Background: an optimization exercise with open tools, aiming at small area. Do not read the settings as production practice.
Function was checked by simulation only, so behaviour that the tests miss may differ from the original.
The clock input has no modelled driver; a real chip could not lean on it and would need a root buffer or a full tree.
Power is estimated from default activity; no workload was simulated.

== job 101 ==
==> flow/design.v <==
module PWM(
input PCLK,
input PRESERN,  
input PSEL,  
input PENABLE,  
output wire PREADY,  
output wire PSLVERR,  
input PWRITE,  
input [31:0] PADDR,  
input wire [31:0] PWDATA,  
output wire [31:0] PRDATA,  
output reg power,
output reg pitch,
output reg yaw
);
assign PSLVERR = 0;
assign PREADY = 1;
assign PRDATA = 0;
wire wr = PENABLE & PWRITE;
wire power_write_enable = wr & (PADDR[3:0] == 4'h0);
wire yaw_write_enable   = wr & (PADDR[3:0] == 4'h4);
wire pitch_write_enable = wr & (PADDR[3:0] == 4'h8);
wire big = |PWDATA[31:21];
wire [20:0] nload = ~({21{PRESERN}} & (PWDATA[20:0] | {21{big}}));
reg [19:0] mcnt;
reg [20:0] ycnt;
wire mwrap = &(mcnt | ~20'hF4240);
wire ywrap = &(ycnt | ~21'h1E8480);
localparam [19:0] MCLR = 20'hF4241;
localparam [20:0] YCLR = 21'h1E8481;
reg [19:0] mnext;
reg [20:0] ynext;
integer i;
always @* begin
	for (i = 0; i < 20; i = i + 1)
		mnext[i] = (mcnt[i] ^ (&(mcnt | ~((20'd1 << i) - 20'd1)))) & PRESERN & ~(MCLR[i] & mwrap);
	for (i = 0; i < 21; i = i + 1)
		ynext[i] = (ycnt[i] ^ (&(ycnt | ~((21'd1 << i) - 21'd1)))) & PRESERN & ~(YCLR[i] & ywrap);
end
always @(posedge PCLK) begin
	mcnt <= mnext;
	ycnt <= ynext;
end
function lt21(input [20:0] c, input [20:0] nd);
	integer i;
	reg k;
	begin
		k = 1'b1;
		for (i = 0; i < 21; i = i + 1)
			k = (c[i] & nd[i]) | ((c[i] | nd[i]) & k);
		lt21 = ~k;
	end
endfunction
reg [20:0] mnduty, ynduty, pnduty;   
always @(posedge PCLK) begin
	if (power_write_enable || !PRESERN) mnduty <= nload;
	if (yaw_write_enable   || !PRESERN) ynduty <= nload;
	if (pitch_write_enable || !PRESERN) pnduty <= nload;
end
always @(posedge PCLK) begin
	power <= PRESERN & lt21({1'b0, mcnt}, mnduty);
	yaw   <= PRESERN & lt21(ycnt, ynduty);
	pitch <= PRESERN & lt21(ycnt, pnduty);
end
endmodule
clock: 4.0 ns
lec_check: 0
cap_margin: 0
core_margin: 2
core_utilization: 40
place_density: 0.6
slew_margin: 0
standard.sh (not shown) runs the stock make flow with config.mk's settings and CLKGATE_MAP_FILE= SYNTH_SCRIPT=/design/flow/synth_recipe.tcl, a recipe that flattens the netlist after the stock synthesis.
==> flow/flow/run.sh <==
#!/bin/bash
# Own layout flow: the standard ORFS flow (standard.sh), with these changes to how the
# layout is made:
#  * synthesis is the standard script, but the ABC step maps the combinational logic
#    with an area-oriented script (flow/area.abc) instead of ORFS's speed script;
#    registers, their names and cell types are untouched (mapped before ABC runs);
#  * the port buffers that ORFS inserts on every input and output use the smallest
#    buffer cell (buf_1) instead of the default choice;
#  * clock tree synthesis uses smaller clock buffers and no dummy loads.
# Each tool's output goes to its own log in this folder (ORFS keeps per-step logs under orfs/logs).
set -euo pipefail
cd "$(dirname "$0")/.."
W=$PWD
ABC_SCRIPT=$W/flow/area.abc

{
  echo 'proc synth {args} { yosys synth -nofsm -noshare {*}$args }'
  cat <<TCL
proc abc {args} {
  set i [lsearch -exact \$args -script]
  if { \$i >= 0 } { set args [lreplace \$args [expr {\$i+1}] [expr {\$i+1}] {$ABC_SCRIPT}] }
  puts "area abc: \$args"
  yosys abc {*}\$args
}
TCL
  tail -n +2 synth_recipe.tcl
} > own_synth.tcl

export BUFFER_PORTS_ARGS="-buffer_cell sky130_fd_sc_hd__buf_1"
export CTS_ARGS="-sink_clustering_enable -repair_clock_nets -dont_use_dummy_load -buf_list {sky130_fd_sc_hd__clkbuf_8}"
bash standard.sh SYNTH_SCRIPT=$W/own_synth.tcl finish > make_flow.log 2>&1
==> flow/flow/area.abc <==
strash
&get -n
&st
&syn2
&dch -f
&nf -a
&put
topo
Changes in job 102 relative to job 101:
--- a/flow/design.v
+++ b/flow/design.v
@@ -26,18 +26,26 @@
 reg [20:0] ycnt;
 wire mwrap = &(mcnt | ~20'hF4240);
 wire ywrap = &(ycnt | ~21'h1E8480);
 localparam [19:0] MCLR = 20'hF4241;
 localparam [20:0] YCLR = 21'h1E8481;
+reg [20:0] mt;
+reg [21:0] yt;
 reg [19:0] mnext;
 reg [20:0] ynext;
 integer i;
 always @* begin
-	for (i = 0; i < 20; i = i + 1)
-		mnext[i] = (mcnt[i] ^ (&(mcnt | ~((20'd1 << i) - 20'd1)))) & PRESERN & ~(MCLR[i] & mwrap);
-	for (i = 0; i < 21; i = i + 1)
-		ynext[i] = (ycnt[i] ^ (&(ycnt | ~((21'd1 << i) - 21'd1)))) & PRESERN & ~(YCLR[i] & ywrap);
+	mt[0] = 1'b1;
+	for (i = 0; i < 20; i = i + 1) begin
+		mt[i+1] = mt[i] & mcnt[i];
+		mnext[i] = PRESERN & ~(MCLR[i] & mwrap) & ~mt[i+1] & (mcnt[i] | mt[i]);
+	end
+	yt[0] = 1'b1;
+	for (i = 0; i < 21; i = i + 1) begin
+		yt[i+1] = yt[i] & ycnt[i];
+		ynext[i] = PRESERN & ~(YCLR[i] & ywrap) & ~yt[i+1] & (ycnt[i] | yt[i]);
+	end
 end
 always @(posedge PCLK) begin
 	mcnt <= mnext;
 	ycnt <= ynext;
 end
--- outcome ---
Job 102 does better than job 101 on final area.
The static leakage of job 102 is lower than that of job 101.
The worst hold margin of job 102 was superior to that of job 101.
In job 102, the shortest period the worst path allows came out 0.18 ns above the value in job 101.
Job 102: final-stage net count is about 2.8% lower than what job 101 reported.
In job 102 relative to job 101, net switching power had gone down by a few percent.

Starts from the design.v that is shown in full above.
==> flow/config.mk <==
export PLATFORM = sky130hd
export DESIGN_NAME = PWM
export DESIGN_NICKNAME = PWM
export VERILOG_FILES = /design/flow/design.v
export SDC_FILE = /design/flow/constraint.sdc
export NUM_CORES = 4
export LEC_CHECK = 0
export CAP_MARGIN = 0
export CORE_MARGIN = 2
export CORE_UTILIZATION = 40
export PLACE_DENSITY = 0.6
export SLEW_MARGIN = 0
==> flow/constraint.sdc <==
create_clock -name core_clock -period 4.0 [get_ports {PCLK}]
set_input_delay 0.8000 -clock core_clock [delete_from_list [all_inputs] [get_ports {PCLK}]]
set_output_delay 0.8000 -clock core_clock [all_outputs]
set_load 0.01 [all_outputs]
==> flow/flow/run.sh <==
#!/bin/bash
# Own layout flow: the standard ORFS flow (standard.sh), with these changes to how the
# layout is made:
#  * synthesis is the standard script, but the ABC step maps the combinational logic
#    with an area-oriented script (flow/area.abc) instead of ORFS's speed script;
#    registers, their names and cell types are untouched (mapped before ABC runs);
#  * the port buffers that ORFS inserts on every input and output use the smallest
#    buffer cell (buf_1) instead of the default choice;
#  * clock tree synthesis uses smaller clock buffers and no dummy loads, and its tree is then
#    replaced by a flat one (flow/flat_clock.tcl): the clock port drives four clkbuf_16, each
#    driving the clock pins of a group of nearby registers.
# Each tool's output goes to its own log in this folder (ORFS keeps per-step logs under orfs/logs).
set -euo pipefail
cd "$(dirname "$0")/.."
W=$PWD
ABC_SCRIPT=$W/flow/area.abc

{
  echo 'proc synth {args} { yosys synth -nofsm -noshare {*}$args }'
  cat <<TCL
proc abc {args} {
  set i [lsearch -exact \$args -script]
  if { \$i >= 0 } { set args [lreplace \$args [expr {\$i+1}] [expr {\$i+1}] {$ABC_SCRIPT}] }
  puts "area abc: \$args"
  yosys abc {*}\$args
}
TCL
  tail -n +2 synth_recipe.tcl
} > own_synth.tcl

export BUFFER_PORTS_ARGS="-buffer_cell sky130_fd_sc_hd__buf_1"
export CTS_ARGS="-sink_clustering_enable -repair_clock_nets -dont_use_dummy_load -buf_list {sky130_fd_sc_hd__clkbuf_8}"
export POST_CTS_TCL=$W/flow/flat_clock.tcl
export MY_CLK_NBUF=4
export MY_CLK_BUF=sky130_fd_sc_hd__clkbuf_16
bash standard.sh SYNTH_SCRIPT=$W/own_synth.tcl finish > make_flow.log 2>&1
Scripts as last shown in full above: flow/flow/area.abc
Other scripts of this flow, unchanged in this note and not shown: flow/flow/flat_clock.tcl
Then changed:
--- a/flow/design.v
+++ b/flow/design.v
@@ -28,14 +28,22 @@
 wire ywrap = &(ycnt | ~21'h1E8480);
 localparam [19:0] MCLR = 20'hF4241;
 localparam [20:0] YCLR = 21'h1E8481;
+reg [20:0] mt;
+reg [21:0] yt;
 reg [19:0] mnext;
 reg [20:0] ynext;
 integer i;
 always @* begin
-	for (i = 0; i < 20; i = i + 1)
-		mnext[i] = (mcnt[i] ^ (&(mcnt | ~((20'd1 << i) - 20'd1)))) & PRESERN & ~(MCLR[i] & mwrap);
-	for (i = 0; i < 21; i = i + 1)
-		ynext[i] = (ycnt[i] ^ (&(ycnt | ~((21'd1 << i) - 21'd1)))) & PRESERN & ~(YCLR[i] & ywrap);
+	mt[0] = 1'b1;
+	for (i = 0; i < 20; i = i + 1) begin
+		mt[i+1] = mt[i] & mcnt[i];
+		mnext[i] = PRESERN & ~(MCLR[i] & mwrap) & ~mt[i+1] & (mcnt[i] | mt[i]);
+	end
+	yt[0] = 1'b1;
+	for (i = 0; i < 21; i = i + 1) begin
+		yt[i+1] = yt[i] & ycnt[i];
+		ynext[i] = PRESERN & ~(YCLR[i] & ywrap) & ~yt[i+1] & (ycnt[i] | yt[i]);
+	end
 end
 always @(posedge PCLK) begin
 	mcnt <= mnext;
- The changed run completed without violations
- die area goes down by 1.7%
- setup slack degrades by 210 ps
- fmax goes down by 6.6%
- power is about the same
- cell area goes down by 1.5%
- sequential power hardly moves
- via count goes up by 1.4%
In every run of this note, the design's own scripts or RTL, not TritonCTS, make the clock network.

Starts from the design.v that is shown in full above.
export LEC_CHECK = 0
export CAP_MARGIN = 20
export CORE_MARGIN = 2
export CORE_UTILIZATION = 40
export PLACE_DENSITY = 0.6
export SLEW_MARGIN = 20
create_clock -name core_clock -period 4.0 [get_ports {PCLK}]
==> flow/flow/run.sh <==
#!/bin/bash
# Own layout flow: the standard ORFS flow (standard.sh), with these changes to how the
# layout is made:
#  * synthesis is the standard script, but the ABC step maps the combinational logic
#    with an area-oriented script (flow/area.abc) instead of ORFS's speed script;
#    registers, their names and cell types are untouched (mapped before ABC runs);
#  * the port buffers that ORFS inserts on every input and output use the smallest
#    buffer cell (buf_1) instead of the default choice;
#  * clock tree synthesis uses smaller clock buffers and no dummy loads.
# Each tool's output goes to its own log in this folder (ORFS keeps per-step logs under orfs/logs).
set -euo pipefail
cd "$(dirname "$0")/.."
W=$PWD
ABC_SCRIPT=$W/flow/area.abc

{
  echo 'proc synth {args} { yosys synth -nofsm -noshare {*}$args }'
  cat <<TCL
proc abc {args} {
  set i [lsearch -exact \$args -script]
  if { \$i >= 0 } { set args [lreplace \$args [expr {\$i+1}] [expr {\$i+1}] {$ABC_SCRIPT}] }
  puts "area abc: \$args"
  yosys abc {*}\$args
}
TCL
  tail -n +2 synth_recipe.tcl
} > own_synth.tcl

export BUFFER_PORTS_ARGS="-buffer_cell sky130_fd_sc_hd__buf_1"
export CTS_ARGS="-sink_clustering_enable -repair_clock_nets -dont_use_dummy_load -buf_list {sky130_fd_sc_hd__clkbuf_8}"
bash standard.sh SYNTH_SCRIPT=$W/own_synth.tcl finish > make_flow.log 2>&1
Scripts as last shown in full above: flow/flow/area.abc
Then changed:
--- a/flow/design.v
+++ b/flow/design.v
@@ -24,24 +24,19 @@
 wire [20:0] nload = ~({21{PRESERN}} & (PWDATA[20:0] | {21{big}}));
 reg [19:0] mcnt;
 reg [20:0] ycnt;
 wire mwrap = &(mcnt | ~20'hF4240);
 wire ywrap = &(ycnt | ~21'h1E8480);
-localparam [19:0] MCLR = 20'hF4241;
-localparam [20:0] YCLR = 21'h1E8481;
-reg [19:0] mnext;
-reg [20:0] ynext;
-integer i;
-always @* begin
-	for (i = 0; i < 20; i = i + 1)
-		mnext[i] = (mcnt[i] ^ (&(mcnt | ~((20'd1 << i) - 20'd1)))) & PRESERN & ~(MCLR[i] & mwrap);
-	for (i = 0; i < 21; i = i + 1)
-		ynext[i] = (ycnt[i] ^ (&(ycnt | ~((21'd1 << i) - 21'd1)))) & PRESERN & ~(YCLR[i] & ywrap);
-end
 always @(posedge PCLK) begin
-	mcnt <= mnext;
-	ycnt <= ynext;
+	if (!PRESERN || mwrap)
+		mcnt <= 0;
+	else
+		mcnt <= mcnt + 1'b1;
+	if (!PRESERN || ywrap)
+		ycnt <= 0;
+	else
+		ycnt <= ycnt + 1'b1;
 end
 function lt21(input [20:0] c, input [20:0] nd);
 	integer i;
 	reg k;
 	begin
The new run passed the timing, design-rule and antenna checks.
Clock power stays flat.
Count of clock-buffer cells in the layout is unchanged.
First-iteration DRC count increases by 130%.
Final area increases by 2.2%.
Power increases by 0.62%.
Setup slack improves by 110 ps.
Area after synthesis increases by 1.9%.
Final cell count increases by 5.0%.
Maximum frequency increases by 3.9%.
Die area increases by 1.9%.
Hold slack improves by 63 ps.
Sequential cell count stays the same.
Routed wire length increases by 5.4%.
Sequential power is about the same.

what the ideal ports hide:
The flow's constraints put no driver on any port. The routed layouts listed below were extracted and timed again, unchanged, in two steps.
Step 1 sets driving cells, clkbuf_16 on the clock port and buf_2 on the other inputs (assumed; they add their load-dependent delay and slew).
Step 2 moves the port delays by t, midway between the first and last clock arrival at a register: inputs arrive t later, outputs are due t later. That takes back most of the time a late clock gives input paths.
Slacks: ideal ports / drivers / drivers and shift; pairs: ideal ports / drivers.
| run | t (ns) | slack for setup (ns) | hold WS [ns] | slew at the worst register clock pin (ns) | worst data-port slew with drivers (ns) |
|---|---|---|---|---|---|
| job 101 | 0.390 | 1.101 / 1.101 / 1.101 | 0.435 / 0.435 / 0.435 | 0.09 / 0.09 | 0.04 |
| job 102 | 0.380 | 0.922 / 0.922 / 0.922 | 0.501 / 0.501 / 0.501 | 0.10 / 0.10 | 0.03 |
| the first run of note 2 | 0.237 | 1.110 / 1.110 / 1.110 | 0.438 / 0.438 / 0.438 | 0.10 / 0.10 | 0.03 |
| the second run of note 2 | 0.242 | 0.905 / 0.905 / 0.905 | 0.510 / 0.510 / 0.510 | 0.12 / 0.12 | 0.03 |
| the first run of note 3 | 0.391 | 1.109 / 1.109 / 1.109 | 0.431 / 0.431 / 0.431 | 0.09 / 0.09 | 0.03 |
| the second run of note 3 | 0.374 | 1.217 / 1.217 / 1.217 | 0.494 / 0.494 / 0.494 | 0.10 / 0.10 | 0.03 |
After both steps every run listed still meets setup and hold.
